From an optimization exercise on the open Yosys and OpenROAD flow, aimed at small area and a short achievable clock period; shortcuts taken in it are not production practice. Function was not checked in any run shown here: the RTL went through the layout flow alone. Power figures rest on the tool's default switching activity, not on a simulated workload.

==> flow/design.v, too long to show whole: its modules and the start of the top module <==
// module fp_multiplier: 1774 lines
module fp_multiplier(input [31:0] a, input [31:0] b, output [31:0] out, input clk,
	input rst, input in_valid, output out_valid);
  // ...
==> flow/run.sh <==
#!/bin/bash
# synth_recipe.tcl (not shown) runs the flow's synth.tcl, then flattens the netlist and writes it again
# the make line also repeats each setting of config.mk as NAME=value (left out here)
make -C /OpenROAD-flow-scripts/flow DESIGN_CONFIG=/design/flow/config.mk WORK_HOME=/design/flow/orfs CLKGATE_MAP_FILE= SYNTH_SCRIPT=/design/flow/synth_recipe.tcl finish
==> flow/config.mk <==
export PLATFORM = sky130hd
export DESIGN_NAME = fp_multiplier
export DESIGN_NICKNAME = fp_multiplier
export VERILOG_FILES = /design/flow/design.v
export SDC_FILE = /design/flow/constraint.sdc
export NUM_CORES = 4
export LEC_CHECK = 0
export CAP_MARGIN = 20
export CORE_MARGIN = 2
export CORE_UTILIZATION = 40
export CTS_BUF_LIST = sky130_fd_sc_hd__clkbuf_8
export CTS_CLUSTER_DIAMETER = 100
export CTS_CLUSTER_SIZE = 16
export SLEW_MARGIN = 20
==> flow/constraint.sdc <==
create_clock -name core_clock -period 2.5 [get_ports {clk}]
set_input_delay 0.5000 -clock core_clock [delete_from_list [all_inputs] [get_ports {clk}]]
set_output_delay 0.5000 -clock core_clock [all_outputs]
set_load 0.01 [all_outputs]
==> run summary, run 1 <==
* RR Endpoint: n1326_r4
* Tap cell instance count at roughly 700
* Status: failed layout checks
* CTS sink cnt at 350
* Layout cells sized above 1 at 17.7%
* Final WS setup at -0.203 ns
* Die span in y at 238 um
* Clock buffer depth at 3
* Crit share post-route at 108%
* Setup TNS at -3.10 ns
* Initial antenna violation count at 2
* Largest net degree at the start of global routing at 28
* Worst setup EP type: flop
* Commonest non-fill, non-tap cell in the layout: dfxtp_1
* Largest area contributor in the netlist: dfxtp_1
* CP Class: reg2reg
* Minimum clock period at ~2.7 ns
* Layout Nets at between 2000 and 3000
* Netlist cell types at 64
* Syn Nets at between 2000 and 2500
* Crit. path cell count at 8
* Flop pwr share at about 32%
* Leak at between 10 and 15 nW
* Seq_cells at between 300 and 400
* Final Setup Violations at 29
* Fail Reasons: setup timing
* Inverters, non-clock at ~160
* DR iter-0 viols at about 1300
* Hold endpoint: a7_r1
==> inputs of run 2 (changes only) <==
--- a/flow/design.v
+++ b/flow/design.v
@@ -10,3 +10,3 @@
 	wire [7:0] e_s0 = ea + eb + 8'd129;         
-	reg n255_r1, a1_r1, n259_r1, a0_r1, n260_r1, n76_r1, b2_r1, a2_r1, n225_r1, n261_r1, a3_r1, n226_r1, a4_r1, n227_r1, a5_r1, n228_r1, a6_r1, n229_r1, a7_r1, n230_r1, a8_r1, n231_r1, a9_r1, n232_r1, a10_r1, n233_r1, a11_r1, n234_r1, a12_r1, n235_r1, a13_r1, n236_r1, a14_r1, n237_r1, a15_r1, n238_r1, a16_r1, n239_r1, a17_r1, n240_r1, a18_r1, n241_r1, a19_r1, n242_r1, a20_r1, n243_r1, a21_r1, n244_r1, a22_r1, n245_r1, n246_r1, n247_r1, n223_r1, n301_r1, n305_r1, n306_r1, n292_r1, n307_r1, n347_r1, n352_r1, n338_r1, n351_r1, n353_r1, n393_r1, n398_r1, n384_r1, n397_r1, n399_r1, n439_r1, n444_r1, n430_r1, n443_r1, n445_r1, n485_r1, n490_r1, n476_r1, n489_r1, n491_r1, n531_r1, n536_r1, n522_r1, n535_r1, n537_r1, n576_r1, n581_r1, n567_r1, n580_r1, n582_r1, n308_r1, n631_r2, n636_r2, n637_r2, n642_r2, n643_r2, n650_r2, n654_r2, n649_r2, n656_r2, n651_r2, n662_r2, n657_r2, n664_r2, n672_r2, n665_r2, n674_r2, n682_r2, n675_r2, n684_r2, n692_r2, n685_r2, n694_r2, n704_r2, n695_r2, n706_r2, n703_r2, n714_r2, n705_r2, n716_r2, n707_r2, n715_r2, n726_r2, n717_r2, n728_r2, n727_r2, n740_r2, n729_r2, n742_r2, n741_r2, n754_r2, n743_r2, n756_r2, n764_r2, n753_r2, n755_r2, n766_r2, n768_r2, n757_r2, n767_r2, n782_r2, n769_r2, n784_r2, n798_r2, n785_r2, n800_r2, n799_r2, n812_r2, n801_r2, n814_r2, n820_r1, n811_r2, n826_r2, n813_r2, n828_r2, n815_r2, n821_r1, n827_r2, n842_r2, n829_r2, n844_r2, n837_r1, n591_r1, n858_r2, n843_r2, n845_r2, n860_r2, n853_r1, n874_r2, n861_r2, n876_r2, n873_r2, n886_r2, n875_r2, n888_r2, n877_r2, n887_r2, n900_r2, n889_r2, n902_r2, n897_r1, n914_r2, n903_r2, n916_r2, n926_r2, n917_r2, n928_r2, n938_r2, n929_r2, n940_r2, n948_r2, n939_r2, n950_r2, n941_r2, n958_r2, n951_r2, n960_r2, n968_r2, n961_r2, n970_r2, n971_r2, n980_r2, n602_r2, n979_r2, n986_r2, n981_r2, n996_r2, n995_r2, n1002_r2, n997_r2, n630_r2, n632_r2, n633_r2, n749_r3, n762_r3, n1010_r2, n1011_r2, n1016_r2, n1017_r2, n1017_r3, n1020_r2, n1020_r3, n1021_r2, n1021_r3, n1024_r2, n1024_r3, n1028_r1, n1041_r2, n1126_r2, n1040_r2, n1067_r3, n1142_r3, n1066_r3, n1143_r3, n1144_r3, n1073_r3, n1070_r3, n1072_r3, n1071_r3, n1077_r3, n1075_r3, n1081_r3, n1079_r3, n1085_r3, n1082_r3, n1084_r3, n1083_r3, n1089_r3, n1087_r3, n1093_r3, n1091_r3, n1097_r3, n1095_r3, n1101_r3, n1099_r3, n1105_r3, n1103_r3, n1109_r3, n1107_r3, n1113_r3, n1111_r3, n1074_r3, n1151_r3, n1153_r3, n1157_r3, n1090_r3, n1159_r3, n1161_r3, n1163_r3, n1165_r3, n1106_r3, n1167_r3, n1169_r3, n1078_r3, n1094_r3, n1185_r3, n1110_r3, n1086_r3, n1102_r3, n1119_r2, n1119_r3, e_s00_r1, e_s00_r2, e_s00_r3, e_s01_r1, e_s01_r2, e_s01_r3, e_s02_r1, e_s02_r2, e_s02_r3, e_s03_r1, e_s03_r2, e_s03_r3, e_s04_r1, e_s04_r2, e_s04_r3, e_s05_r1, e_s05_r2, e_s05_r3, e_s06_r1, e_s06_r2, e_s06_r3, e_s07_r1, e_s07_r2, e_s07_r3, cl_s01_r1, cl_s01_r2, cl_s01_r3, cl_s00_r1, cl_s00_r2, cl_s00_r3, cl_s01_r4, cl_s00_r4, n1306_r4, n1307_r4, n1308_r4, n1309_r4, n1310_r4, n1311_r4, n1312_r4, n1313_r4, n1314_r4, n1315_r4, n1316_r4, n1317_r4, n1318_r4, n1319_r4, n1320_r4, n1321_r4, n1322_r4, n1323_r4, n1324_r4, n1325_r4, n1326_r4, n1327_r4, n1328_r4, n1377_r4, n1378_r4, n1379_r4, n1380_r4, n1381_r4, n1382_r4, n1383_r4, n1384_r4, sg_s0_r1, sg_s0_r2, sg_s0_r3, sg_s0_r4;
+	reg n255_r1, a1_r1, n259_r1, a0_r1, n260_r1, n76_r1, b2_r1, a2_r1, n225_r1, n261_r1, a3_r1, n226_r1, a4_r1, n227_r1, a5_r1, n228_r1, a6_r1, n229_r1, a7_r1, n230_r1, a8_r1, n231_r1, a9_r1, n232_r1, a10_r1, n233_r1, a11_r1, n234_r1, a12_r1, n235_r1, a13_r1, n236_r1, a14_r1, n237_r1, a15_r1, n238_r1, a16_r1, n239_r1, a17_r1, n240_r1, a18_r1, n241_r1, a19_r1, n242_r1, a20_r1, n243_r1, a21_r1, n244_r1, a22_r1, n245_r1, n246_r1, n247_r1, n223_r1, n301_r1, n305_r1, n306_r1, n292_r1, n307_r1, n347_r1, n352_r1, n338_r1, n351_r1, n353_r1, n393_r1, n398_r1, n384_r1, n397_r1, n399_r1, n439_r1, n444_r1, n430_r1, n443_r1, n445_r1, n485_r1, n490_r1, n476_r1, n489_r1, n491_r1, n531_r1, n536_r1, n522_r1, n535_r1, n537_r1, n576_r1, n581_r1, n567_r1, n580_r1, n582_r1, n308_r1, n625_r2, n627_r2, n631_r2, n636_r2, n637_r2, n642_r2, n643_r2, n650_r2, n654_r2, n649_r2, n656_r2, n651_r2, n662_r2, n657_r2, n664_r2, n672_r2, n665_r2, n674_r2, n682_r2, n675_r2, n684_r2, n692_r2, n685_r2, n694_r2, n704_r2, n695_r2, n706_r2, n703_r2, n714_r2, n705_r2, n716_r2, n707_r2, n715_r2, n726_r2, n717_r2, n728_r2, n727_r2, n740_r2, n729_r2, n742_r2, n741_r2, n754_r2, n743_r2, n756_r2, n764_r2, n753_r2, n755_r2, n766_r2, n768_r2, n757_r2, n767_r2, n782_r2, n769_r2, n784_r2, n798_r2, n785_r2, n800_r2, n799_r2, n812_r2, n801_r2, n814_r2, n820_r1, n811_r2, n826_r2, n813_r2, n828_r2, n815_r2, n836_r1, n827_r2, n842_r2, n829_r2, n844_r2, n837_r1, n858_r2, n843_r2, n845_r2, n860_r2, n868_r1, n857_r2, n872_r2, n859_r2, n874_r2, n861_r2, n869_r1, n873_r2, n886_r2, n875_r2, n888_r2, n887_r2, n900_r2, n889_r2, n902_r2, n910_r1, n914_r2, n903_r2, n916_r2, n911_r1, n926_r2, n917_r2, n928_r2, n938_r2, n929_r2, n940_r2, n946_r1, n948_r2, n939_r2, n950_r2, n941_r2, n947_r1, n958_r2, n951_r2, n960_r2, n968_r2, n961_r2, n970_r2, n976_r1, n971_r2, n980_r2, n977_r1, n981_r2, n988_r2, n989_r2, n996_r2, n995_r2, n1002_r2, n997_r2, n1003_r2, n1008_r2, n1009_r2, n1014_r2, n1018_r2, n607_r2, n1015_r2, n620_r2, n622_r2, n630_r2, n711_r3, n722_r3, n723_r3, n734_r3, n749_r3, n762_r3, n763_r3, n776_r3, n777_r3, n790_r3, n791_r3, n804_r3, n819_r3, n834_r3, n851_r3, n866_r3, n867_r3, n880_r3, n881_r3, n894_r3, n909_r3, n920_r3, n1024_r2, n1028_r1, n1125_r2, n1041_r2, n1040_r2, n1141_r3, n1139_r3, n1140_r3, n1067_r3, n1066_r3, n1077_r3, n1076_r3, n1081_r3, n1080_r3, n1089_r3, n1088_r3, n1093_r3, n1092_r3, n1097_r3, n1095_r3, n1101_r3, n1099_r3, n1105_r3, n1103_r3, n1109_r3, n1107_r3, n1113_r3, n1111_r3, n1117_r3, n1115_r3, n1161_r3, n1098_r3, n1163_r3, n1165_r3, n1167_r3, n1169_r3, n1171_r3, n1094_r3, n1110_r3, n1193_r3, n1102_r3, n1189_r3, n1119_r2, n1119_r3, n1305_r4, n1259_r4, n1257_r4, n1261_r4, n1263_r4, n1265_r4, n1267_r4, n1269_r4, n1271_r4, n1273_r4, n1275_r4, n1277_r4, n1279_r4, n1281_r4, n1283_r4, n1285_r4, n1287_r4, n1289_r4, n1291_r4, n1293_r4, n1295_r4, n1297_r4, n1299_r4, n1301_r4, n1303_r4, e_s00_r1, e_s00_r2, e_s00_r3, e_s00_r4, e_s01_r1, e_s01_r2, e_s01_r3, e_s01_r4, e_s02_r1, e_s02_r2, e_s02_r3, e_s02_r4, n1331_r4, e_s03_r1, e_s03_r2, e_s03_r3, e_s03_r4, e_s04_r1, e_s04_r2, e_s04_r3, e_s04_r4, e_s05_r1, e_s05_r2, e_s05_r3, e_s05_r4, e_s06_r1, e_s06_r2, e_s06_r3, e_s06_r4, e_s07_r1, e_s07_r2, e_s07_r3, e_s07_r4, cl_s01_r1, cl_s01_r2, cl_s01_r3, cl_s01_r4, cl_s00_r1, cl_s00_r2, cl_s00_r3, cl_s00_r4, n1388_r5, n1390_r5, n1392_r5, n1394_r5, n1396_r5, n1398_r5, n1400_r5, n1402_r5, n1404_r5, n1406_r5, n1408_r5, n1410_r5, n1412_r5, n1414_r5, n1416_r5, n1418_r5, n1420_r5, n1422_r5, n1424_r5, n1426_r5, n1428_r5, n1430_r5, n1432_r5, n1377_r5, n1378_r5, n1379_r5, n1380_r5, n1381_r5, n1382_r5, n1383_r5, n1384_r5, sg_s0_r1, sg_s0_r2, sg_s0_r3, sg_s0_r4, sg_s0_r5;
 	always @(posedge clk) begin
@@ -101,2 +101,4 @@
 		n308_r1 <= n308;
+		n625_r2 <= n625;
+		n627_r2 <= n627;
 		n631_r2 <= n631;
@@ -166,3 +168,3 @@
 		n815_r2 <= n815;
-		n821_r1 <= n821;
+		n836_r1 <= n836;
 		n827_r2 <= n827;
@@ -172,3 +174,2 @@
 		n837_r1 <= n837;
-		n591_r1 <= n591;
 		n858_r2 <= n858;
@@ -177,6 +178,9 @@
 		n860_r2 <= n860;
-		n853_r1 <= n853;
+		n868_r1 <= n868;
+		n857_r2 <= n857;
+		n872_r2 <= n872;
+		n859_r2 <= n859;
 		n874_r2 <= n874;
 		n861_r2 <= n861;
-		n876_r2 <= n876;
+		n869_r1 <= n869;
 		n873_r2 <= n873;
@@ -185,3 +189,2 @@
 		n888_r2 <= n888;
-		n877_r2 <= n877;
 		n887_r2 <= n887;
@@ -190,3 +193,3 @@
 		n902_r2 <= n902;
-		n897_r1 <= n897;
+		n910_r1 <= n910;
 		n914_r2 <= n914;
@@ -194,2 +197,3 @@
 		n916_r2 <= n916;
+		n911_r1 <= n911;
 		n926_r2 <= n926;
@@ -200,2 +204,3 @@
 		n940_r2 <= n940;
+		n946_r1 <= n946;
 		n948_r2 <= n948;
@@ -204,2 +209,3 @@
 		n941_r2 <= n941;
+		n947_r1 <= n947;
 		n958_r2 <= n958;
@@ -210,8 +216,9 @@
 		n970_r2 <= n970;
+		n976_r1 <= n976;
 		n971_r2 <= n971;
 		n980_r2 <= n980;
-		n602_r2 <= n602;
-		n979_r2 <= n979;
-		n986_r2 <= n986;
+		n977_r1 <= n977;
 		n981_r2 <= n981;
+		n988_r2 <= n988;
+		n989_r2 <= n989;
 		n996_r2 <= n996;
@@ -220,43 +227,52 @@
 		n997_r2 <= n997;
+		n1003_r2 <= n1003;
+		n1008_r2 <= n1008;
+		n1009_r2 <= n1009;
+		n1014_r2 <= n1014;
+		n1018_r2 <= n1018;
+		n607_r2 <= n607;
+		n1015_r2 <= n1015;
+		n620_r2 <= n620;
+		n622_r2 <= n622;
 		n630_r2 <= n630;
-		n632_r2 <= n632;
-		n633_r2 <= n633;
+		n711_r3 <= n711;
+		n722_r3 <= n722;
+		n723_r3 <= n723;
+		n734_r3 <= n734;
 		n749_r3 <= n749;
 		n762_r3 <= n762;
-		n1010_r2 <= n1010;
-		n1011_r2 <= n1011;
-		n1016_r2 <= n1016;
-		n1017_r2 <= n1017;
-		n1017_r3 <= n1017_r2;
-		n1020_r2 <= n1020;
-		n1020_r3 <= n1020_r2;
-		n1021_r2 <= n1021;
-		n1021_r3 <= n1021_r2;
+		n763_r3 <= n763;
+		n776_r3 <= n776;
+		n777_r3 <= n777;
+		n790_r3 <= n790;
+		n791_r3 <= n791;
+		n804_r3 <= n804;
+		n819_r3 <= n819;
+		n834_r3 <= n834;
+		n851_r3 <= n851;
+		n866_r3 <= n866;
+		n867_r3 <= n867;
+		n880_r3 <= n880;
+		n881_r3 <= n881;
+		n894_r3 <= n894;
+		n909_r3 <= n909;
+		n920_r3 <= n920;
 		n1024_r2 <= n1024;
-		n1024_r3 <= n1024_r2;
 		n1028_r1 <= n1028;
+		n1125_r2 <= n1125;
 		n1041_r2 <= n1041;
-		n1126_r2 <= n1126;
 		n1040_r2 <= n1040;
+		n1141_r3 <= n1141;
+		n1139_r3 <= n1139;
+		n1140_r3 <= n1140;
 		n1067_r3 <= n1067;
-		n1142_r3 <= n1142;
 		n1066_r3 <= n1066;
-		n1143_r3 <= n1143;
-		n1144_r3 <= n1144;
-		n1073_r3 <= n1073;
-		n1070_r3 <= n1070;
-		n1072_r3 <= n1072;
-		n1071_r3 <= n1071;
 		n1077_r3 <= n1077;
-		n1075_r3 <= n1075;
+		n1076_r3 <= n1076;
 		n1081_r3 <= n1081;
-		n1079_r3 <= n1079;
-		n1085_r3 <= n1085;
-		n1082_r3 <= n1082;
-		n1084_r3 <= n1084;
-		n1083_r3 <= n1083;
+		n1080_r3 <= n1080;
 		n1089_r3 <= n1089;
-		n1087_r3 <= n1087;
+		n1088_r3 <= n1088;
 		n1093_r3 <= n1093;
-		n1091_r3 <= n1091;
+		n1092_r3 <= n1092;
 		n1097_r3 <= n1097;
@@ -271,22 +287,43 @@
 		n1111_r3 <= n1111;
-		n1074_r3 <= n1074;
-		n1151_r3 <= n1151;
-		n1153_r3 <= n1153;
-		n1157_r3 <= n1157;
-		n1090_r3 <= n1090;
-		n1159_r3 <= n1159;
+		n1117_r3 <= n1117;
+		n1115_r3 <= n1115;
 		n1161_r3 <= n1161;
+		n1098_r3 <= n1098;
 		n1163_r3 <= n1163;
 		n1165_r3 <= n1165;
-		n1106_r3 <= n1106;
 		n1167_r3 <= n1167;
 		n1169_r3 <= n1169;
-		n1078_r3 <= n1078;
+		n1171_r3 <= n1171;
 		n1094_r3 <= n1094;
-		n1185_r3 <= n1185;
 		n1110_r3 <= n1110;
-		n1086_r3 <= n1086;
+		n1193_r3 <= n1193;
 		n1102_r3 <= n1102;
+		n1189_r3 <= n1189;
 		n1119_r2 <= n1119;
 		n1119_r3 <= n1119_r2;
+		n1305_r4 <= n1305;
+		n1259_r4 <= n1259;
+		n1257_r4 <= n1257;
+		n1261_r4 <= n1261;
+		n1263_r4 <= n1263;
+		n1265_r4 <= n1265;
+		n1267_r4 <= n1267;
+		n1269_r4 <= n1269;
+		n1271_r4 <= n1271;
+		n1273_r4 <= n1273;
+		n1275_r4 <= n1275;
+		n1277_r4 <= n1277;
+		n1279_r4 <= n1279;
+		n1281_r4 <= n1281;
+		n1283_r4 <= n1283;
+		n1285_r4 <= n1285;
+		n1287_r4 <= n1287;
+		n1289_r4 <= n1289;
+		n1291_r4 <= n1291;
+		n1293_r4 <= n1293;
+		n1295_r4 <= n1295;
+		n1297_r4 <= n1297;
+		n1299_r4 <= n1299;
+		n1301_r4 <= n1301;
+		n1303_r4 <= n1303;
 		e_s00_r1 <= e_s0[0];
@@ -294,2 +331,3 @@
 		e_s00_r3 <= e_s00_r2;
+		e_s00_r4 <= e_s00_r3;
 		e_s01_r1 <= e_s0[1];
@@ -297,2 +335,3 @@
 		e_s01_r3 <= e_s01_r2;
+		e_s01_r4 <= e_s01_r3;
 		e_s02_r1 <= e_s0[2];
@@ -300,2 +339,4 @@
 		e_s02_r3 <= e_s02_r2;
+		e_s02_r4 <= e_s02_r3;
+		n1331_r4 <= n1331;
 		e_s03_r1 <= e_s0[3];
@@ -303,2 +344,3 @@
 		e_s03_r3 <= e_s03_r2;
+		e_s03_r4 <= e_s03_r3;
 		e_s04_r1 <= e_s0[4];
@@ -306,2 +348,3 @@
 		e_s04_r3 <= e_s04_r2;
+		e_s04_r4 <= e_s04_r3;
 		e_s05_r1 <= e_s0[5];
@@ -309,2 +352,3 @@
 		e_s05_r3 <= e_s05_r2;
+		e_s05_r4 <= e_s05_r3;
 		e_s06_r1 <= e_s0[6];
@@ -312,2 +356,3 @@
 		e_s06_r3 <= e_s06_r2;
+		e_s06_r4 <= e_s06_r3;
 		e_s07_r1 <= e_s0[7];
@@ -315,2 +360,3 @@
 		e_s07_r3 <= e_s07_r2;
+		e_s07_r4 <= e_s07_r3;
 		cl_s01_r1 <= cl_s0[1];
@@ -318,2 +364,3 @@
 		cl_s01_r3 <= cl_s01_r2;
+		cl_s01_r4 <= cl_s01_r3;
 		cl_s00_r1 <= cl_s0[0];
@@ -321,35 +368,34 @@
 		cl_s00_r3 <= cl_s00_r2;
-		cl_s01_r4 <= cl_s01_r3;
 		cl_s00_r4 <= cl_s00_r3;
-		n1306_r4 <= n1306;
-		n1307_r4 <= n1307;
-		n1308_r4 <= n1308;
-		n1309_r4 <= n1309;
-		n1310_r4 <= n1310;
-		n1311_r4 <= n1311;
-		n1312_r4 <= n1312;
-		n1313_r4 <= n1313;
-		n1314_r4 <= n1314;
-		n1315_r4 <= n1315;
-		n1316_r4 <= n1316;
-		n1317_r4 <= n1317;
-		n1318_r4 <= n1318;
-		n1319_r4 <= n1319;
-		n1320_r4 <= n1320;
-		n1321_r4 <= n1321;
-		n1322_r4 <= n1322;
-		n1323_r4 <= n1323;
-		n1324_r4 <= n1324;
-		n1325_r4 <= n1325;
-		n1326_r4 <= n1326;
-		n1327_r4 <= n1327;
-		n1328_r4 <= n1328;
-		n1377_r4 <= n1377;
-		n1378_r4 <= n1378;
-		n1379_r4 <= n1379;
-		n1380_r4 <= n1380;
-		n1381_r4 <= n1381;
-		n1382_r4 <= n1382;
-		n1383_r4 <= n1383;
-		n1384_r4 <= n1384;
+		n1388_r5 <= n1388;
+		n1390_r5 <= n1390;
+		n1392_r5 <= n1392;
+		n1394_r5 <= n1394;
+		n1396_r5 <= n1396;
+		n1398_r5 <= n1398;
+		n1400_r5 <= n1400;
+		n1402_r5 <= n1402;
+		n1404_r5 <= n1404;
+		n1406_r5 <= n1406;
+		n1408_r5 <= n1408;
+		n1410_r5 <= n1410;
+		n1412_r5 <= n1412;
+		n1414_r5 <= n1414;
+		n1416_r5 <= n1416;
+		n1418_r5 <= n1418;
+		n1420_r5 <= n1420;
+		n1422_r5 <= n1422;
+		n1424_r5 <= n1424;
+		n1426_r5 <= n1426;
+		n1428_r5 <= n1428;
+		n1430_r5 <= n1430;
+		n1432_r5 <= n1432;
+		n1377_r5 <= n1377;
+		n1378_r5 <= n1378;
+		n1379_r5 <= n1379;
+		n1380_r5 <= n1380;
+		n1381_r5 <= n1381;
+		n1382_r5 <= n1382;
+		n1383_r5 <= n1383;
+		n1384_r5 <= n1384;
 		sg_s0_r1 <= sg_s0;
@@ -358,2 +404,3 @@
 		sg_s0_r4 <= sg_s0_r3;
+		sg_s0_r5 <= sg_s0_r4;
 	end
@@ -677,3 +724,3 @@
 	assign n333 = ((n306_r1 & n223_r1) | n307_r1) ^ n292_r1;
-	assign n334 = ~n292_r1;
+	assign n334 = ~n292;
 	assign n335 = b[6] & b[5];
@@ -723,3 +770,3 @@
 	assign n379 = ((n352_r1 & n223_r1) | n353_r1) ^ n338_r1;
-	assign n380 = ~n338_r1;
+	assign n380 = ~n338;
 	assign n381 = b[9] & b[8];
@@ -769,3 +816,3 @@
 	assign n425 = ((n398_r1 & n223_r1) | n399_r1) ^ n384_r1;
-	assign n426 = ~n384_r1;
+	assign n426 = ~n384;
 	assign n427 = b[12] & b[11];
@@ -815,3 +862,3 @@
 	assign n471 = ((n444_r1 & n223_r1) | n445_r1) ^ n430_r1;
-	assign n472 = ~n430_r1;
+	assign n472 = ~n430;
 	assign n473 = b[15] & b[14];
@@ -934,3 +981,3 @@
 	assign n590 = ((n576_r1 & a7_r1) | (n580_r1 & a6_r1) | (n581_r1 & n230_r1) | (n582_r1 & a5_r1)) ^ n567_r1;
-	assign n591 = ((n576 & a[8]) | (n580 & a[7]) | (n581 & n231) | (n582 & a[6])) ^ n567;
+	assign n591 = ((n576_r1 & a8_r1) | (n580_r1 & a7_r1) | (n581_r1 & n231_r1) | (n582_r1 & a6_r1)) ^ n567_r1;
 	assign n592 = ((n576_r1 & a9_r1) | (n580_r1 & a8_r1) | (n581_r1 & n232_r1) | (n582_r1 & a7_r1)) ^ n567_r1;
@@ -974,4 +1021,4 @@
 	assign n631 = (n314 & n271) | (n314 & n628) | (n271 & n628);
-	assign n632 = n625 ^ n627;
-	assign n633 = n625 & n627;
+	assign n632 = n625_r2 ^ n627_r2;
+	assign n633 = n625_r2 & n627_r2;
 	assign n634 = n358 ^ n401 ^ n315;
@@ -1178,6 +1225,6 @@
 	assign n835 = n817 & n832;
-	assign n836 = ~(a4_r1 ^ n821_r1);
+	assign n836 = ~(a[4] ^ n821);
 	assign n837 = a[4] | n821;
-	assign n838 = n836 ^ n590 ^ n333;
-	assign n839 = (n836 & n590) | (n836 & n333) | (n590 & n333);
+	assign n838 = n836_r1 ^ n590 ^ n333;
+	assign n839 = (n836_r1 & n590) | (n836_r1 & n333) | (n590 & n333);
 	assign n840 = n462 ^ n505 ^ n548;
@@ -1196,4 +1243,4 @@
 	assign n853 = a[5] | n837;
-	assign n854 = n292_r1 ^ n852 ^ n591_r1;
-	assign n855 = (n292_r1 & n852) | (n292_r1 & n591_r1) | (n852 & n591_r1);
+	assign n854 = n292_r1 ^ n852 ^ n591;
+	assign n855 = (n292_r1 & n852) | (n292_r1 & n591) | (n852 & n591);
 	assign n856 = n506 ^ n549 ^ n377;
@@ -1210,6 +1257,6 @@
 	assign n867 = n849 & n864;
-	assign n868 = a6_r1 ^ n853_r1 ^ n334;
-	assign n869 = (a6_r1 & n853_r1) | (a6_r1 & n334) | (n853_r1 & n334);
-	assign n870 = n868 ^ n507 ^ n550;
-	assign n871 = (n868 & n507) | (n868 & n550) | (n507 & n550);
+	assign n868 = a[6] ^ n853 ^ n334;
+	assign n869 = (a[6] & n853) | (a[6] & n334) | (n853 & n334);
+	assign n870 = n868_r1 ^ n507 ^ n550;
+	assign n871 = (n868_r1 & n507) | (n868_r1 & n550) | (n507 & n550);
 	assign n872 = n592 ^ n378 ^ n421;
@@ -1218,10 +1265,10 @@
 	assign n875 = (n464 & n855) | (n464 & n870) | (n855 & n870);
-	assign n876 = n857 ^ n872 ^ n859;
-	assign n877 = (n857 & n872) | (n857 & n859) | (n872 & n859);
-	assign n878 = n874_r2 ^ n861_r2 ^ n876_r2;
-	assign n879 = (n874_r2 & n861_r2) | (n874_r2 & n876_r2) | (n861_r2 & n876_r2);
+	assign n876 = n857_r2 ^ n872_r2 ^ n859_r2;
+	assign n877 = (n857_r2 & n872_r2) | (n857_r2 & n859_r2) | (n872_r2 & n859_r2);
+	assign n878 = n874_r2 ^ n861_r2 ^ n876;
+	assign n879 = (n874_r2 & n861_r2) | (n874_r2 & n876) | (n861_r2 & n876);
 	assign n880 = n863 ^ n878 ^ n865;
 	assign n881 = (n863 & n878) | (n863 & n865) | (n878 & n865);
-	assign n882 = ~(a7_r1 ^ n869);
-	assign n883 = a7_r1 | n869;
+	assign n882 = ~(a7_r1 ^ n869_r1);
+	assign n883 = a7_r1 | n869_r1;
 	assign n884 = n882 ^ n379 ^ n508;
@@ -1234,4 +1281,4 @@
 	assign n891 = (n873_r2 & n886_r2) | (n873_r2 & n875_r2) | (n886_r2 & n875_r2);
-	assign n892 = n888_r2 ^ n877_r2 ^ n890;
-	assign n893 = (n888_r2 & n877_r2) | (n888_r2 & n890) | (n877_r2 & n890);
+	assign n892 = n888_r2 ^ n877 ^ n890;
+	assign n893 = (n888_r2 & n877) | (n888_r2 & n890) | (n877 & n890);
 	assign n894 = n879 ^ n892;
@@ -1252,6 +1299,6 @@
 	assign n909 = n893 & n906;
-	assign n910 = a9_r1 ^ n380 ^ n897_r1;
-	assign n911 = (a9_r1 & n380) | (a9_r1 & n897_r1) | (n380 & n897_r1);
-	assign n912 = n910 ^ n553 ^ n595;
-	assign n913 = (n910 & n553) | (n910 & n595) | (n553 & n595);
+	assign n910 = a[9] ^ n380 ^ n897;
+	assign n911 = (a[9] & n380) | (a[9] & n897) | (n380 & n897);
+	assign n912 = n910_r1 ^ n553 ^ n595;
+	assign n913 = (n910_r1 & n553) | (n910_r1 & n595) | (n553 & n595);
 	assign n914 = n424 ^ n467 ^ n510;
@@ -1264,4 +1311,4 @@
 	assign n921 = (n905 & n918) | (n905 & n907) | (n918 & n907);
-	assign n922 = ~(a10_r1 ^ n911);
-	assign n923 = a10_r1 | n911;
+	assign n922 = ~(a10_r1 ^ n911_r1);
+	assign n923 = a10_r1 | n911_r1;
 	assign n924 = n922 ^ n425 ^ n554;
@@ -1277,3 +1324,3 @@
 	assign n934 = ~(a11_r1 ^ n384_r1);
-	assign n935 = a11_r1 | n384_r1;
+	assign n935 = a[11] | n384;
 	assign n936 = n934 ^ n923 ^ n597;
@@ -1288,6 +1335,6 @@
 	assign n945 = n931 & n942;
-	assign n946 = a12_r1 ^ n426 ^ n935;
-	assign n947 = (a12_r1 & n426) | (a12_r1 & n935) | (n426 & n935);
-	assign n948 = n946 ^ n598 ^ n470;
-	assign n949 = (n946 & n598) | (n946 & n470) | (n598 & n470);
+	assign n946 = a[12] ^ n426 ^ n935;
+	assign n947 = (a[12] & n426) | (a[12] & n935) | (n426 & n935);
+	assign n948 = n946_r1 ^ n598 ^ n470;
+	assign n949 = (n946_r1 & n598) | (n946_r1 & n470) | (n598 & n470);
 	assign n950 = n513 ^ n556 ^ n937;
@@ -1298,4 +1345,4 @@
 	assign n955 = (n941_r2 & n952) | (n941_r2 & n943) | (n952 & n943);
-	assign n956 = ~(a13_r1 ^ n947);
-	assign n957 = a13_r1 | n947;
+	assign n956 = ~(a13_r1 ^ n947_r1);
+	assign n957 = a13_r1 | n947_r1;
 	assign n958 = n956 ^ n471 ^ n599;
@@ -1309,3 +1356,3 @@
 	assign n966 = ~(a14_r1 ^ n430_r1);
-	assign n967 = a14_r1 | n430_r1;
+	assign n967 = a[14] | n430;
 	assign n968 = n966 ^ n957 ^ n515;
@@ -1318,6 +1365,6 @@
 	assign n975 = n963 & n972;
-	assign n976 = a15_r1 ^ n472 ^ n967;
-	assign n977 = (a15_r1 & n472) | (a15_r1 & n967) | (n472 & n967);
-	assign n978 = n976 ^ n516 ^ n559;
-	assign n979 = (n976 & n516) | (n976 & n559) | (n516 & n559);
+	assign n976 = a[15] ^ n472 ^ n967;
+	assign n977 = (a[15] & n472) | (a[15] & n967) | (n472 & n967);
+	assign n978 = n976_r1 ^ n516 ^ n559;
+	assign n979 = (n976_r1 & n516) | (n976_r1 & n559) | (n516 & n559);
 	assign n980 = n601 ^ n969 ^ n978;
@@ -1326,10 +1373,10 @@
 	assign n983 = (n971_r2 & n980_r2) | (n971_r2 & n973) | (n980_r2 & n973);
-	assign n984 = ~(a16_r1 ^ n977);
-	assign n985 = a16_r1 | n977;
+	assign n984 = ~(a16_r1 ^ n977_r1);
+	assign n985 = a16_r1 | n977_r1;
 	assign n986 = n984 ^ n517 ^ n560;
 	assign n987 = (n984 & n517) | (n984 & n560) | (n517 & n560);
-	assign n988 = n602_r2 ^ n979_r2 ^ n986_r2;
-	assign n989 = (n602_r2 & n979_r2) | (n602_r2 & n986_r2) | (n979_r2 & n986_r2);
-	assign n990 = n981_r2 ^ n988;
-	assign n991 = n981_r2 & n988;
+	assign n988 = n602 ^ n979 ^ n986;
+	assign n989 = (n602 & n979) | (n602 & n986) | (n979 & n986);
+	assign n990 = n981_r2 ^ n988_r2;
+	assign n991 = n981_r2 & n988_r2;
 	assign n992 = ~(a17_r1 ^ n476_r1);
@@ -1340,4 +1387,4 @@
 	assign n997 = (n603 & n987) | (n603 & n994) | (n987 & n994);
-	assign n998 = n989 ^ n996_r2;
-	assign n999 = n989 & n996_r2;
+	assign n998 = n989_r2 ^ n996_r2;
+	assign n999 = n989_r2 & n996_r2;
 	assign n1000 = a18_r1 ^ n518 ^ n993;
@@ -1352,4 +1399,4 @@
 	assign n1009 = (n1006 & n563) | (n1006 & n605) | (n563 & n605);
-	assign n1010 = n1003 ^ n1008;
-	assign n1011 = n1003 & n1008;
+	assign n1010 = n1003_r2 ^ n1008_r2;
+	assign n1011 = n1003_r2 & n1008_r2;
 	assign n1012 = ~(a20_r1 ^ n522_r1);
@@ -1358,8 +1405,8 @@
 	assign n1015 = (n1012 & n1007) | (n1012 & n606) | (n1007 & n606);
-	assign n1016 = n1009 ^ n1014;
-	assign n1017 = n1009 & n1014;
+	assign n1016 = n1009_r2 ^ n1014_r2;
+	assign n1017 = n1009_r2 & n1014_r2;
 	assign n1018 = a21_r1 ^ n564 ^ n1013;
 	assign n1019 = (a21_r1 & n564) | (a21_r1 & n1013) | (n564 & n1013);
-	assign n1020 = n1018 ^ n607 ^ n1015;
-	assign n1021 = (n1018 & n607) | (n1018 & n1015) | (n607 & n1015);
+	assign n1020 = n1018_r2 ^ n607_r2 ^ n1015_r2;
+	assign n1021 = (n1018_r2 & n607_r2) | (n1018_r2 & n1015_r2) | (n607_r2 & n1015_r2);
 	assign n1022 = ~(a22_r1 ^ n1019);
@@ -1378,10 +1425,10 @@
 	assign n1037 = n616 ^ n618;
-	assign n1038 = n620 & n622;
-	assign n1039 = n620 ^ n622;
+	assign n1038 = n620_r2 & n622_r2;
+	assign n1039 = n620_r2 ^ n622_r2;
 	assign n1040 = n623 & n626;
 	assign n1041 = n623 ^ n626;
-	assign n1042 = n630_r2 & n632_r2;
-	assign n1043 = n630_r2 ^ n632_r2;
-	assign n1044 = n633_r2 & n638;
-	assign n1045 = n633_r2 ^ n638;
+	assign n1042 = n630_r2 & n632;
+	assign n1043 = n630_r2 ^ n632;
+	assign n1044 = n633 & n638;
+	assign n1045 = n633 ^ n638;
 	assign n1046 = n639 & n644;
@@ -1402,6 +1449,6 @@
 	assign n1061 = n699 ^ n710;
-	assign n1062 = n711 & n722;
-	assign n1063 = n711 ^ n722;
-	assign n1064 = n723 & n734;
-	assign n1065 = n723 ^ n734;
+	assign n1062 = n711_r3 & n722_r3;
+	assign n1063 = n711_r3 ^ n722_r3;
+	assign n1064 = n723_r3 & n734_r3;
+	assign n1065 = n723_r3 ^ n734_r3;
 	assign n1066 = n735 & n748;
@@ -1410,24 +1457,24 @@
 	assign n1069 = n749_r3 ^ n762_r3;
-	assign n1070 = n763 & n776;
-	assign n1071 = n763 ^ n776;
-	assign n1072 = n777 & n790;
-	assign n1073 = n777 ^ n790;
-	assign n1074 = n791 & n804;
-	assign n1075 = n791 ^ n804;
+	assign n1070 = n763_r3 & n776_r3;
+	assign n1071 = n763_r3 ^ n776_r3;
+	assign n1072 = n777_r3 & n790_r3;
+	assign n1073 = n777_r3 ^ n790_r3;
+	assign n1074 = n791_r3 & n804_r3;
+	assign n1075 = n791_r3 ^ n804_r3;
 	assign n1076 = n805 & n818;
 	assign n1077 = n805 ^ n818;
-	assign n1078 = n819 & n834;
-	assign n1079 = n819 ^ n834;
+	assign n1078 = n819_r3 & n834_r3;
+	assign n1079 = n819_r3 ^ n834_r3;
 	assign n1080 = n835 & n850;
 	assign n1081 = n835 ^ n850;
-	assign n1082 = n851 & n866;
-	assign n1083 = n851 ^ n866;
-	assign n1084 = n867 & n880;
-	assign n1085 = n867 ^ n880;
-	assign n1086 = n881 & n894;
-	assign n1087 = n881 ^ n894;
+	assign n1082 = n851_r3 & n866_r3;
+	assign n1083 = n851_r3 ^ n866_r3;
+	assign n1084 = n867_r3 & n880_r3;
+	assign n1085 = n867_r3 ^ n880_r3;
+	assign n1086 = n881_r3 & n894_r3;
+	assign n1087 = n881_r3 ^ n894_r3;
 	assign n1088 = n895 & n908;
 	assign n1089 = n895 ^ n908;
-	assign n1090 = n909 & n920;
-	assign n1091 = n909 ^ n920;
+	assign n1090 = n909_r3 & n920_r3;
+	assign n1091 = n909_r3 ^ n920_r3;
 	assign n1092 = n921 & n932;
@@ -1450,10 +1497,10 @@
 	assign n1109 = n999 ^ n1004;
-	assign n1110 = n1005 & n1010_r2;
-	assign n1111 = n1005 ^ n1010_r2;
-	assign n1112 = n1011_r2 & n1016_r2;
-	assign n1113 = n1011_r2 ^ n1016_r2;
-	assign n1114 = n1017_r3 & n1020_r3;
-	assign n1115 = n1017_r3 ^ n1020_r3;
-	assign n1116 = n1021_r3 & n1024_r3;
-	assign n1117 = n1021_r3 ^ n1024_r3;
+	assign n1110 = n1005 & n1010;
+	assign n1111 = n1005 ^ n1010;
+	assign n1112 = n1011 & n1016;
+	assign n1113 = n1011 ^ n1016;
+	assign n1114 = n1017 & n1020;
+	assign n1115 = n1017 ^ n1020;
+	assign n1116 = n1021 & n1024_r2;
+	assign n1117 = n1021 ^ n1024_r2;
 	assign n1119 = n1025 ^ n1026;
@@ -1465,4 +1512,4 @@
 	assign n1125 = (n1037 & n1124) | n1036;
-	assign n1126 = (n1039 & n1125) | n1038;
-	assign n1127 = (n1041_r2 & n1126_r2) | n1040_r2;
+	assign n1126 = (n1039 & n1125_r2) | n1038;
+	assign n1127 = (n1041_r2 & n1126) | n1040_r2;
 	assign n1128 = (n1043 & n1127) | n1042;
@@ -1483,19 +1530,19 @@
 	assign n1143 = n1065 & n1063;
-	assign n1144 = (n1141 & n1139) | n1140;
-	assign n1145 = (n1067_r3 & n1142_r3) | n1066_r3;
-	assign n1146 = n1067_r3 & n1143_r3;
-	assign n1147 = (n1146 & n1144_r3) | n1145;
+	assign n1144 = (n1141_r3 & n1139_r3) | n1140_r3;
+	assign n1145 = (n1067_r3 & n1142) | n1066_r3;
+	assign n1146 = n1067_r3 & n1143;
+	assign n1147 = (n1146 & n1144) | n1145;
 	assign n1148 = (n1069 & n1147) | n1068;
-	assign n1149 = (n1073_r3 & n1070_r3) | n1072_r3;
-	assign n1150 = n1073_r3 & n1071_r3;
-	assign n1151 = (n1077 & n1074) | n1076;
-	assign n1152 = n1077_r3 & n1075_r3;
-	assign n1153 = (n1081 & n1078) | n1080;
-	assign n1154 = n1081_r3 & n1079_r3;
-	assign n1155 = (n1085_r3 & n1082_r3) | n1084_r3;
-	assign n1156 = n1085_r3 & n1083_r3;
-	assign n1157 = (n1089 & n1086) | n1088;
-	assign n1158 = n1089_r3 & n1087_r3;
-	assign n1159 = (n1093 & n1090) | n1092;
-	assign n1160 = n1093_r3 & n1091_r3;
+	assign n1149 = (n1073 & n1070) | n1072;
+	assign n1150 = n1073 & n1071;
+	assign n1151 = (n1077_r3 & n1074) | n1076_r3;
+	assign n1152 = n1077_r3 & n1075;
+	assign n1153 = (n1081_r3 & n1078) | n1080_r3;
+	assign n1154 = n1081_r3 & n1079;
+	assign n1155 = (n1085 & n1082) | n1084;
+	assign n1156 = n1085 & n1083;
+	assign n1157 = (n1089_r3 & n1086) | n1088_r3;
+	assign n1158 = n1089_r3 & n1087;
+	assign n1159 = (n1093_r3 & n1090) | n1092_r3;
+	assign n1160 = n1093_r3 & n1091;
 	assign n1161 = (n1097 & n1094) | n1096;
@@ -1511,16 +1558,16 @@
 	assign n1171 = (n1117 & n1114) | n1116;
-	assign n1172 = n1117 & n1115;
-	assign n1173 = (n1075_r3 & n1149) | n1074_r3;
-	assign n1174 = n1075_r3 & n1150;
-	assign n1175 = (n1152 & n1149) | n1151_r3;
+	assign n1172 = n1117_r3 & n1115_r3;
+	assign n1173 = (n1075 & n1149) | n1074;
+	assign n1174 = n1075 & n1150;
+	assign n1175 = (n1152 & n1149) | n1151;
 	assign n1176 = n1152 & n1150;
-	assign n1177 = (n1083_r3 & n1153_r3) | n1082_r3;
-	assign n1178 = n1083_r3 & n1154;
-	assign n1179 = (n1156 & n1153_r3) | n1155;
+	assign n1177 = (n1083 & n1153) | n1082;
+	assign n1178 = n1083 & n1154;
+	assign n1179 = (n1156 & n1153) | n1155;
 	assign n1180 = n1156 & n1154;
-	assign n1181 = (n1091_r3 & n1157_r3) | n1090_r3;
-	assign n1182 = n1091_r3 & n1158;
-	assign n1183 = (n1160 & n1157_r3) | n1159_r3;
+	assign n1181 = (n1091 & n1157) | n1090;
+	assign n1182 = n1091 & n1158;
+	assign n1183 = (n1160 & n1157) | n1159;
 	assign n1184 = n1160 & n1158;
-	assign n1185 = (n1099 & n1161) | n1098;
+	assign n1185 = (n1099_r3 & n1161_r3) | n1098_r3;
 	assign n1186 = n1099_r3 & n1162;
@@ -1528,3 +1575,3 @@
 	assign n1188 = n1164 & n1162;
-	assign n1189 = (n1107_r3 & n1165_r3) | n1106_r3;
+	assign n1189 = (n1107 & n1165) | n1106;
 	assign n1190 = n1107_r3 & n1166;
@@ -1532,9 +1579,9 @@
 	assign n1192 = n1168 & n1166;
-	assign n1193 = (n1115 & n1169_r3) | n1114;
-	assign n1194 = n1115 & n1170;
-	assign n1195 = (n1172 & n1169_r3) | n1171;
+	assign n1193 = (n1115 & n1169) | n1114;
+	assign n1194 = n1115_r3 & n1170;
+	assign n1195 = (n1172 & n1169_r3) | n1171_r3;
 	assign n1196 = n1172 & n1170;
-	assign n1197 = (n1079_r3 & n1175) | n1078_r3;
-	assign n1198 = n1079_r3 & n1176;
-	assign n1199 = (n1154 & n1175) | n1153_r3;
+	assign n1197 = (n1079 & n1175) | n1078;
+	assign n1198 = n1079 & n1176;
+	assign n1199 = (n1154 & n1175) | n1153;
 	assign n1200 = n1154 & n1176;
@@ -1548,3 +1595,3 @@
 	assign n1208 = n1162 & n1184;
-	assign n1209 = (n1186 & n1183) | n1185_r3;
+	assign n1209 = (n1186 & n1183) | n1185;
 	assign n1210 = n1186 & n1184;
@@ -1556,3 +1603,3 @@
 	assign n1216 = n1170 & n1192;
-	assign n1217 = (n1194 & n1191) | n1193;
+	assign n1217 = (n1194 & n1191) | n1193_r3;
 	assign n1218 = n1194 & n1192;
@@ -1560,5 +1607,5 @@
 	assign n1220 = n1196 & n1192;
-	assign n1221 = (n1087_r3 & n1203) | n1086_r3;
-	assign n1222 = n1087_r3 & n1204;
-	assign n1223 = (n1158 & n1203) | n1157_r3;
+	assign n1221 = (n1087 & n1203) | n1086;
+	assign n1222 = n1087 & n1204;
+	assign n1223 = (n1158 & n1203) | n1157;
 	assign n1224 = n1158 & n1204;
@@ -1580,3 +1627,3 @@
 	assign n1242 = n1166 & n1236;
-	assign n1243 = (n1190 & n1235) | n1189;
+	assign n1243 = (n1190 & n1235) | n1189_r3;
 	assign n1244 = n1190 & n1236;
@@ -1592,7 +1639,7 @@
 	assign n1254 = n1220 & n1236;
-	assign n1257 = n1071_r3 ^ n1148;
-	assign n1258 = (n1071_r3 & n1148) | n1070_r3;
-	assign n1259 = n1073_r3 ^ n1258;
+	assign n1257 = n1071 ^ n1148;
+	assign n1258 = (n1071 & n1148) | n1070;
+	assign n1259 = n1073 ^ n1258;
 	assign n1260 = (n1150 & n1148) | n1149;
-	assign n1261 = n1075_r3 ^ n1260;
+	assign n1261 = n1075 ^ n1260;
 	assign n1262 = (n1174 & n1148) | n1173;
@@ -1600,3 +1647,3 @@
 	assign n1264 = (n1176 & n1148) | n1175;
-	assign n1265 = n1079_r3 ^ n1264;
+	assign n1265 = n1079 ^ n1264;
 	assign n1266 = (n1198 & n1148) | n1197;
@@ -1604,7 +1651,7 @@
 	assign n1268 = (n1200 & n1148) | n1199;
-	assign n1269 = n1083_r3 ^ n1268;
+	assign n1269 = n1083 ^ n1268;
 	assign n1270 = (n1202 & n1148) | n1201;
-	assign n1271 = n1085_r3 ^ n1270;
+	assign n1271 = n1085 ^ n1270;
 	assign n1272 = (n1204 & n1148) | n1203;
-	assign n1273 = n1087_r3 ^ n1272;
+	assign n1273 = n1087 ^ n1272;
 	assign n1274 = (n1222 & n1148) | n1221;
@@ -1612,3 +1659,3 @@
 	assign n1276 = (n1224 & n1148) | n1223;
-	assign n1277 = n1091_r3 ^ n1276;
+	assign n1277 = n1091 ^ n1276;
 	assign n1278 = (n1226 & n1148) | n1225;
@@ -1636,139 +1683,139 @@
 	assign n1300 = (n1250 & n1148) | n1249;
-	assign n1301 = n1115 ^ n1300;
+	assign n1301 = n1115_r3 ^ n1300;
 	assign n1302 = (n1252 & n1148) | n1251;
-	assign n1303 = n1117 ^ n1302;
+	assign n1303 = n1117_r3 ^ n1302;
 	assign n1304 = (n1254 & n1148) | n1253;
 	assign n1305 = n1119_r3 ^ n1304;
-	assign n1306 = n1305 ? n1259 : n1257;
-	assign n1307 = n1305 ? n1261 : n1259;
-	assign n1308 = n1305 ? n1263 : n1261;
-	assign n1309 = n1305 ? n1265 : n1263;
-	assign n1310 = n1305 ? n1267 : n1265;
-	assign n1311 = n1305 ? n1269 : n1267;
-	assign n1312 = n1305 ? n1271 : n1269;
-	assign n1313 = n1305 ? n1273 : n1271;
-	assign n1314 = n1305 ? n1275 : n1273;
-	assign n1315 = n1305 ? n1277 : n1275;
-	assign n1316 = n1305 ? n1279 : n1277;
-	assign n1317 = n1305 ? n1281 : n1279;
-	assign n1318 = n1305 ? n1283 : n1281;
-	assign n1319 = n1305 ? n1285 : n1283;
-	assign n1320 = n1305 ? n1287 : n1285;
-	assign n1321 = n1305 ? n1289 : n1287;
-	assign n1322 = n1305 ? n1291 : n1289;
-	assign n1323 = n1305 ? n1293 : n1291;
-	assign n1324 = n1305 ? n1295 : n1293;
-	assign n1325 = n1305 ? n1297 : n1295;
-	assign n1326 = n1305 ? n1299 : n1297;
-	assign n1327 = n1305 ? n1301 : n1299;
-	assign n1328 = n1305 ? n1303 : n1301;
-	assign n1329 = ~e_s00_r3;
-	assign n1330 = e_s01_r3 ^ e_s00_r3;
+	assign n1306 = n1305_r4 ? n1259_r4 : n1257_r4;
+	assign n1307 = n1305_r4 ? n1261_r4 : n1259_r4;
+	assign n1308 = n1305_r4 ? n1263_r4 : n1261_r4;
+	assign n1309 = n1305_r4 ? n1265_r4 : n1263_r4;
+	assign n1310 = n1305_r4 ? n1267_r4 : n1265_r4;
+	assign n1311 = n1305_r4 ? n1269_r4 : n1267_r4;
+	assign n1312 = n1305_r4 ? n1271_r4 : n1269_r4;
+	assign n1313 = n1305_r4 ? n1273_r4 : n1271_r4;
+	assign n1314 = n1305_r4 ? n1275_r4 : n1273_r4;
+	assign n1315 = n1305_r4 ? n1277_r4 : n1275_r4;
+	assign n1316 = n1305_r4 ? n1279_r4 : n1277_r4;
+	assign n1317 = n1305_r4 ? n1281_r4 : n1279_r4;
+	assign n1318 = n1305_r4 ? n1283_r4 : n1281_r4;
+	assign n1319 = n1305_r4 ? n1285_r4 : n1283_r4;
+	assign n1320 = n1305_r4 ? n1287_r4 : n1285_r4;
+	assign n1321 = n1305_r4 ? n1289_r4 : n1287_r4;
+	assign n1322 = n1305_r4 ? n1291_r4 : n1289_r4;
+	assign n1323 = n1305_r4 ? n1293_r4 : n1291_r4;
+	assign n1324 = n1305_r4 ? n1295_r4 : n1293_r4;
+	assign n1325 = n1305_r4 ? n1297_r4 : n1295_r4;
+	assign n1326 = n1305_r4 ? n1299_r4 : n1297_r4;
+	assign n1327 = n1305_r4 ? n1301_r4 : n1299_r4;
+	assign n1328 = n1305_r4 ? n1303_r4 : n1301_r4;
+	assign n1329 = ~e_s00_r4;
+	assign n1330 = e_s01_r4 ^ e_s00_r4;
 	assign n1331 = e_s01_r3 & e_s00_r3;
-	assign n1332 = e_s02_r3 ^ n1331;
-	assign n1333 = e_s02_r3 & n1331;
-	assign n1334 = e_s03_r3 ^ n1333;
-	assign n1335 = e_s03_r3 & n1333;
-	assign n1336 = e_s04_r3 ^ n1335;
-	assign n1337 = e_s04_r3 & n1335;
-	assign n1338 = e_s05_r3 ^ n1337;
-	assign n1339 = e_s05_r3 & n1337;
-	assign n1340 = e_s06_r3 ^ n1339;
-	assign n1341 = e_s06_r3 & n1339;
-	assign n1342 = e_s07_r3 ^ n1341;
-	assign n1344 = cl_s01_r3 | ~cl_s00_r3;
-	assign n1345 = e_s00_r3 & n1344;
-	assign n1346 = n1345 | cl_s01_r3;
-	assign n1347 = e_s01_r3 & n1344;
-	assign n1348 = n1347 | cl_s01_r3;
-	assign n1349 = e_s02_r3 & n1344;
-	assign n1350 = n1349 | cl_s01_r3;
-	assign n1351 = e_s03_r3 & n1344;
-	assign n1352 = n1351 | cl_s01_r3;
-	assign n1353 = e_s04_r3 & n1344;
-	assign n1354 = n1353 | cl_s01_r3;
-	assign n1355 = e_s05_r3 & n1344;
-	assign n1356 = n1355 | cl_s01_r3;
-	assign n1357 = e_s06_r3 & n1344;
-	assign n1358 = n1357 | cl_s01_r3;
-	assign n1359 = e_s07_r3 & n1344;
-	assign n1360 = n1359 | cl_s01_r3;
+	assign n1332 = e_s02_r4 ^ n1331_r4;
+	assign n1333 = e_s02_r4 & n1331_r4;
+	assign n1334 = e_s03_r4 ^ n1333;
+	assign n1335 = e_s03_r4 & n1333;
+	assign n1336 = e_s04_r4 ^ n1335;
+	assign n1337 = e_s04_r4 & n1335;
+	assign n1338 = e_s05_r4 ^ n1337;
+	assign n1339 = e_s05_r4 & n1337;
+	assign n1340 = e_s06_r4 ^ n1339;
+	assign n1341 = e_s06_r4 & n1339;
+	assign n1342 = e_s07_r4 ^ n1341;
+	assign n1344 = cl_s01_r4 | ~cl_s00_r4;
+	assign n1345 = e_s00_r4 & n1344;
+	assign n1346 = n1345 | cl_s01_r4;
+	assign n1347 = e_s01_r4 & n1344;
+	assign n1348 = n1347 | cl_s01_r4;
+	assign n1349 = e_s02_r4 & n1344;
+	assign n1350 = n1349 | cl_s01_r4;
+	assign n1351 = e_s03_r4 & n1344;
+	assign n1352 = n1351 | cl_s01_r4;
+	assign n1353 = e_s04_r4 & n1344;
+	assign n1354 = n1353 | cl_s01_r4;
+	assign n1355 = e_s05_r4 & n1344;
+	assign n1356 = n1355 | cl_s01_r4;
+	assign n1357 = e_s06_r4 & n1344;
+	assign n1358 = n1357 | cl_s01_r4;
+	assign n1359 = e_s07_r4 & n1344;
+	assign n1360 = n1359 | cl_s01_r4;
 	assign n1361 = n1329 & n1344;
-	assign n1362 = n1361 | cl_s01_r3;
+	assign n1362 = n1361 | cl_s01_r4;
 	assign n1363 = n1330 & n1344;
-	assign n1364 = n1363 | cl_s01_r3;
+	assign n1364 = n1363 | cl_s01_r4;
 	assign n1365 = n1332 & n1344;
-	assign n1366 = n1365 | cl_s01_r3;
+	assign n1366 = n1365 | cl_s01_r4;
 	assign n1367 = n1334 & n1344;
-	assign n1368 = n1367 | cl_s01_r3;
+	assign n1368 = n1367 | cl_s01_r4;
 	assign n1369 = n1336 & n1344;
-	assign n1370 = n1369 | cl_s01_r3;
+	assign n1370 = n1369 | cl_s01_r4;
 	assign n1371 = n1338 & n1344;
-	assign n1372 = n1371 | cl_s01_r3;
+	assign n1372 = n1371 | cl_s01_r4;
 	assign n1373 = n1340 & n1344;
-	assign n1374 = n1373 | cl_s01_r3;
+	assign n1374 = n1373 | cl_s01_r4;
 	assign n1375 = n1342 & n1344;
-	assign n1376 = n1375 | cl_s01_r3;
-	assign n1377 = n1305 ? n1362 : n1346;
-	assign n1378 = n1305 ? n1364 : n1348;
-	assign n1379 = n1305 ? n1366 : n1350;
-	assign n1380 = n1305 ? n1368 : n1352;
-	assign n1381 = n1305 ? n1370 : n1354;
-	assign n1382 = n1305 ? n1372 : n1356;
-	assign n1383 = n1305 ? n1374 : n1358;
-	assign n1384 = n1305 ? n1376 : n1360;
+	assign n1376 = n1375 | cl_s01_r4;
+	assign n1377 = n1305_r4 ? n1362 : n1346;
+	assign n1378 = n1305_r4 ? n1364 : n1348;
+	assign n1379 = n1305_r4 ? n1366 : n1350;
+	assign n1380 = n1305_r4 ? n1368 : n1352;
+	assign n1381 = n1305_r4 ? n1370 : n1354;
+	assign n1382 = n1305_r4 ? n1372 : n1356;
+	assign n1383 = n1305_r4 ? n1374 : n1358;
+	assign n1384 = n1305_r4 ? n1376 : n1360;
 	assign n1385 = ~(cl_s01_r4 | cl_s00_r4);
 	assign n1386 = cl_s01_r4 & cl_s00_r4;
-	assign n1387 = n1306_r4 & n1385;
+	assign n1387 = n1306 & n1385;
 	assign n1388 = n1387 | n1386;
-	assign n1389 = n1307_r4 & n1385;
+	assign n1389 = n1307 & n1385;
 	assign n1390 = n1389 | n1386;
-	assign n1391 = n1308_r4 & n1385;
+	assign n1391 = n1308 & n1385;
 	assign n1392 = n1391 | n1386;
-	assign n1393 = n1309_r4 & n1385;
+	assign n1393 = n1309 & n1385;
 	assign n1394 = n1393 | n1386;
-	assign n1395 = n1310_r4 & n1385;
+	assign n1395 = n1310 & n1385;
 	assign n1396 = n1395 | n1386;
-	assign n1397 = n1311_r4 & n1385;
+	assign n1397 = n1311 & n1385;
 	assign n1398 = n1397 | n1386;
-	assign n1399 = n1312_r4 & n1385;
+	assign n1399 = n1312 & n1385;
 	assign n1400 = n1399 | n1386;
-	assign n1401 = n1313_r4 & n1385;
+	assign n1401 = n1313 & n1385;
 	assign n1402 = n1401 | n1386;
-	assign n1403 = n1314_r4 & n1385;
+	assign n1403 = n1314 & n1385;
 	assign n1404 = n1403 | n1386;
-	assign n1405 = n1315_r4 & n1385;
+	assign n1405 = n1315 & n1385;
 	assign n1406 = n1405 | n1386;
-	assign n1407 = n1316_r4 & n1385;
+	assign n1407 = n1316 & n1385;
 	assign n1408 = n1407 | n1386;
-	assign n1409 = n1317_r4 & n1385;
+	assign n1409 = n1317 & n1385;
 	assign n1410 = n1409 | n1386;
-	assign n1411 = n1318_r4 & n1385;
+	assign n1411 = n1318 & n1385;
 	assign n1412 = n1411 | n1386;
-	assign n1413 = n1319_r4 & n1385;
+	assign n1413 = n1319 & n1385;
 	assign n1414 = n1413 | n1386;
-	assign n1415 = n1320_r4 & n1385;
+	assign n1415 = n1320 & n1385;
 	assign n1416 = n1415 | n1386;
-	assign n1417 = n1321_r4 & n1385;
+	assign n1417 = n1321 & n1385;
 	assign n1418 = n1417 | n1386;
-	assign n1419 = n1322_r4 & n1385;
+	assign n1419 = n1322 & n1385;
 	assign n1420 = n1419 | n1386;
-	assign n1421 = n1323_r4 & n1385;
+	assign n1421 = n1323 & n1385;
 	assign n1422 = n1421 | n1386;
-	assign n1423 = n1324_r4 & n1385;
+	assign n1423 = n1324 & n1385;
 	assign n1424 = n1423 | n1386;
-	assign n1425 = n1325_r4 & n1385;
+	assign n1425 = n1325 & n1385;
 	assign n1426 = n1425 | n1386;
-	assign n1427 = n1326_r4 & n1385;
+	assign n1427 = n1326 & n1385;
 	assign n1428 = n1427 | n1386;
-	assign n1429 = n1327_r4 & n1385;
+	assign n1429 = n1327 & n1385;
 	assign n1430 = n1429 | n1386;
-	assign n1431 = n1328_r4 & n1385;
+	assign n1431 = n1328 & n1385;
 	assign n1432 = n1431 | n1386;
-	reg [3:0] valid;
+	reg [4:0] valid;
 	always @(posedge clk)
-		if (rst) valid <= 4'b0;
-		else valid <= {valid[2:0], in_valid};
-	assign out_valid = valid[3];
-	assign out = {sg_s0_r4, n1384_r4, n1383_r4, n1382_r4, n1381_r4, n1380_r4, n1379_r4, n1378_r4, n1377_r4, n1432, n1430, n1428, n1426, n1424, n1422, n1420, n1418, n1416, n1414, n1412, n1410, n1408, n1406, n1404, n1402, n1400, n1398, n1396, n1394, n1392, n1390, n1388};
+		if (rst) valid <= 5'b0;
+		else valid <= {valid[3:0], in_valid};
+	assign out_valid = valid[4];
+	assign out = {sg_s0_r5, n1384_r5, n1383_r5, n1382_r5, n1381_r5, n1380_r5, n1379_r5, n1378_r5, n1377_r5, n1432_r5, n1430_r5, n1428_r5, n1426_r5, n1424_r5, n1422_r5, n1420_r5, n1418_r5, n1416_r5, n1414_r5, n1412_r5, n1410_r5, n1408_r5, n1406_r5, n1404_r5, n1402_r5, n1400_r5, n1398_r5, n1396_r5, n1394_r5, n1392_r5, n1390_r5, n1388_r5};
 endmodule
==> run 2 against run 1 <==
The run now finishes clean. Fmax rose by 11%. Non-clock buffer count fell by 58. Synthesized area grew 1.8%. Critical endpoint is now n844_r2. Highest routed layer is now met4.
==> run summary, run 2 <==
* CTS Root Buffer Type: clkbuf_8 (unchanged)
* Minimum clock period at 2.43 ns (was 2.70 ns)
* Worst slew pin tran at 0.631 ns (was 0.593 ns)
* Clk slew on worst S/H paths at 0.10 ns (about the same)
* Detailed placement HPWL at 44900 um (was 47100 um)
* Layout Nets at 2566 (was 2636)
* CTS Buf Count at 30 (was 26)
* Crit share post-route at 97.0% (was 108%)
* CP required at 3.03 ns (about the same)
* Initial Util at 40.5% (was 40.6%)
* Final Skew at 0.0625 ns (was 0.0303 ns)
* Most frequent cells in the layout: dfxtp_1 (378), xnor2_1 (214), a22o_1 (168) (was dfxtp_1 (329), xnor2_1 (219), buf_4 (210))
* Flop pwr share at 38.9% (was 32.3%)
* Row count at 86 (was 85)
* Synth Area in Adders at 22.0% (was 22.6%)
* Top cells by area, synth: dfxtp_1 (36%), fa_1 (14%), xnor2_1 (8.4%) (was dfxtp_1 (32%), fa_1 (14%), xnor2_1 (8.8%))
* Largest net degree at the start of global routing at 28 (unchanged)
* DRC violation count after routing at 0 (unchanged)
* Syn Nets at 2464 (was 2498)
* Power per cell area at 1010 nW/um^2 (was 1090 nW/um^2)
* Max FFs per register at 5 (was 4)
* Mapped cell area at 22300 sq um (was 22000 sq um)
* Max Clk Rate at 412 MHz (was 370 MHz)
* GP Congestion at 0.911 (was 0.968)
* CTS sink cnt at 398 (was 350)
* Register area at 7990 sq um (was 7040 sq um)
* Critical Path Most Common Cell: fa_1
* Syn Inst Count at 2096 (was 2126)
* Top_reg_cell synth: dfxtp_1 (unchanged)
* First-pass GRT wire length at 95500 um (was 98800 um)
* Sw Share at 37.8% (was 39.8%)
* Port buffer count at 99 (unchanged)
* Layout cells sized above 1 at 14.7% (was 17.7%)
* Routed WL at 60300 um (was 63400 um)
* Biggest register: valid (unchanged)
* CTS tree: built (unchanged)
* Multi-input gate area at 13100 sq um (was 13700 sq um)
* Vias post-DR at 16100 (was 16800)
* Worst R2R Start: a8_r1 (was n1083_r3)
* Area post-placement at 25300 sq um (was 25000 sq um)
* Post-synthesis register bit count at 398 (was 350)
* Final hold viol count at 0 (unchanged)
* DR iter-0 viols at 1257 (was 1308)
* Cell chain of the critical path: buf_4 > a22o_1 > a221oi_1 > xnor2_1 > fa_1 > inv_1 > fa_1 (was and4_1 > a221o_1 > a311oi_2 > a21oi_2 > or4b_4 > and3_4 > o22a_1 > o221a_2)
* HP Start: a[17] (was a[7])
* Post-route ant nets at 0 (unchanged)
* Total GRT Usage at 21.2% (was 22.1%)
* Largest area contributor in the netlist: dfxtp_1 (unchanged)
* Commonest non-fill, non-tap cell in the layout: dfxtp_1 (unchanged)
* Largest family of logic cells by synthesized area: adder cells (unchanged)
* R2R setup slack at 0.07 ns (was -0.20 ns)
* Combinational fraction of design power at 49.3% (was 57.9%)
* Post-synth top cells: dfxtp_1 (398), xnor2_1 (215), a221oi_1 (176), clkbuf_1 (173), a22o_1 (168) (was dfxtp_1 (350), xnor2_1 (220), clkbuf_1 (184), a221oi_1 (174), a22o_1 (167))
* Post-synthesis mux area share at 1.66% (was 1.16%)
* Die Width at 240 um (was 238 um)
* Final Setup Violations at 0 (was 29)
* CP Class: reg2reg (unchanged)
* Slowest stage delay, CP at 0.49 ns (was 0.56 ns)
* Htree depth at 1 (unchanged)
* Drt wl/cell at 20.5 um (was 21.4 um)
* Pre-Repair DR Iteration Count at 7 (unchanged)
* Netlist cell types at 62 (was 64)
* Hold endpoint: a17_r1 (was a7_r1)
* Skew-Pair Late Insertion Delay at 0.68 ns (was 0.63 ns)
* Hold path cells at 1 (unchanged)
* Cells on worst reg2reg path at 7 (was 8)
* Vias in the first global route at 16700 (was 17500)
* Hold Crit Class: in2reg (unchanged)
* VDD IR max at 0.000406 V (was 0.000513 V)
* Die area at 57800 sq um (was 56800 sq um)
* YS warnings at 1 (unchanged)
* Unrepaired setup endpoints after global routing: true (unchanged)
* Compound-Gate Fraction of Synth Area at 19.1% (was 21.6%)
* EDFF count, synth at 0 (unchanged)
* Final Max Tran Viols at 0 (unchanged)
* Vias/cell at 5.46 (was 5.68)
* Yosys top cell area share at 35.7% (was 31.9%)
* Final instance area at 26100 sq um (was 25900 sq um)
* RR Endpoint: n844_r2 (was n1326_r4)
* Most frequent cell after synthesis: dfxtp_1 (unchanged)
* Initial antenna violation count at 1 (was 2)
* CP delay by family, top: adder cells (was compound AO/OA/AOI/OAI gates)
* Worst path arrival time at 2.95 ns (was 3.23 ns)
* Crit path max-delay cell type: fa_1 (was or4b_4)
* CORE AREA at 55200 sq um (was 54000 sq um)
* Layout Utilization at 47.3% (was 48.0%)
* Sequential element share of the synthesized area at 35.7% (was 31.9%)
* Area grow syn2layout at 16.8% (was 18.1%)
* Startpoint types: flop (unchanged)
* Leak at 10.9 nW (was 11.1 nW)
* Status: timing/DRC/antenna clean (was failed layout checks)
* Synth Area in XOR/XNOR at 10.5% (about the same)
* I/O pin cnt at 100 (unchanged)
* Clock buffer depth at 3 (unchanged)
* GRT overflow at 0 (unchanged)
* Worst setup EP type: flop (unchanged)
* Mean Syn Cell Area at 10.7 sq um (was 10.3 sq um)
* Internal power at 0.0164 W (was 0.0171 W)
* Clk pwr share at 11.8% (was 9.7%)
* Crit-path max FO at 8 (was 7)
* Number of fill cells at 5105 (was 5082)
* CP Buf/Inv Count at 2 (was 0)
* Asr flop ratio synth at 0% (unchanged)
* Die span in y at 240 um (was 238 um)
* Post-synthesis simple-gate area fraction at 3.96% (was 4.62%)
* Max-slew headroom at 57.9% (was 60.4%)
* Switching power at 0.00998 W (was 0.0113 W)
* Maxcap violations at 0 (unchanged)
==> run 2: changes by cell type after synthesis, moves of 9 or more <==
cell	before	now
a21o_1	52	19
a21oi_1	66	48
clkbuf_1	184	173
dfxtp_1	350	398
o21ai_0	35	51
mux2i_1	13	28
nor2_1	30	43
nor3_1	16	7
inv_1	152	166
xor2_1	43	52
==> run 2: logic make-up (layout without fill, tap and decap cells) <==
kind of cell    count (synthesis)  in the layout
compound gates                532            532
flops                         398            398
buf+inv                       394            499
fa+ha+maj                     301            301
xor+xnor                      267            267
simple gates                  168            168
mux                            36             36
other cells                     0              1
==> run 2: through the flow <==
step,hold WS (ns),power (W),instances,setup WS [ns],TNS (ns)
2_1_floorplan,0.310,0.0189,2096,0.00871,0
3_3_place_gp,0.310,0.0231,2912,-0.584,-7.97
3_5_place_dp,0.312,0.0234,2912,-0.611,-8.75
4_1_cts,0.281,0.0266,2947,0.00344,0
5_1_grt,0.308,0.0292,2950,-0.0214,-0.0421
6_report,0.325,0.0264,2950,0.0743,0
==> run 2: repair_timing <==
item	in CTS	in global routing
pin swaps	3	14
hold buffers	0	0
buffers inserted	0	2
setup endpoints to repair	22	49
gates resized for setup	6	60
endpoints found under the hold margin	0	0
==> run 2: power by group through the flow <==
stage               Sequential (W)  Clock [W]  Combinational (W)
floorplan                  0.00981          0            0.00909
global placement            0.0104          0             0.0128
detailed placement          0.0104          0             0.0129
CTS                         0.0103    0.00330             0.0130
global route                0.0105    0.00353             0.0152
finish                      0.0103    0.00312             0.0130
==> run 2: worst max path at each step <==
| stage | startpoint | cells past startpoint | to | slack, ns |
|---|---|---|---|---|
| finish | a8_r1 | 7 | n844_r2 | 0.07 |
| global route | n444_r1 | 7 | n716_r2 | -0.02 |
| CTS | n723_r3 | 9 | n1303_r4 | 0.003 |
| detailed placement | a[1] | 10 | n240_r1 | -0.61 |
| global placement | a[1] | 10 | n240_r1 | -0.58 |
| floorplan | a20_r1 | 8 | n814_r2 | 0.009 |
==> run 2: cell type report <==
class                           count  area share [%]
Antenna cell                        1         0.00959
Inverter                          168            2.42
Tap cell                          748            3.59
Sequential cell                   398            30.6
Multi-Input combinational cell   1304            50.1
Clock buffer                       30            1.58
Clock inverter                      5           0.235
Timing Repair Buffer              296            11.4
==> run 2: metal layers <==
| layer | up-vias | GRT usage [%] | share of wire (%) |
|---|---|---|---|
| met1 | 7765 | 28.5 | 44 |
| met5 | - | 0 | 0 |
| met4 | 0 | 8.96 | 3.9 |
| li1 | 7506 | - | - |
| met2 | 664 | 33.6 | 45 |
| met3 | 163 | 3.71 | 7.6 |

Setup slack of run 2, layout unchanged: 0.074 ns with ideal ports, 0.074 ns with driving cells assumed (clock clkbuf_16, inputs buf_2), -0.484 ns with port delays also shifted by the 0.705 ns mid clock arrival.
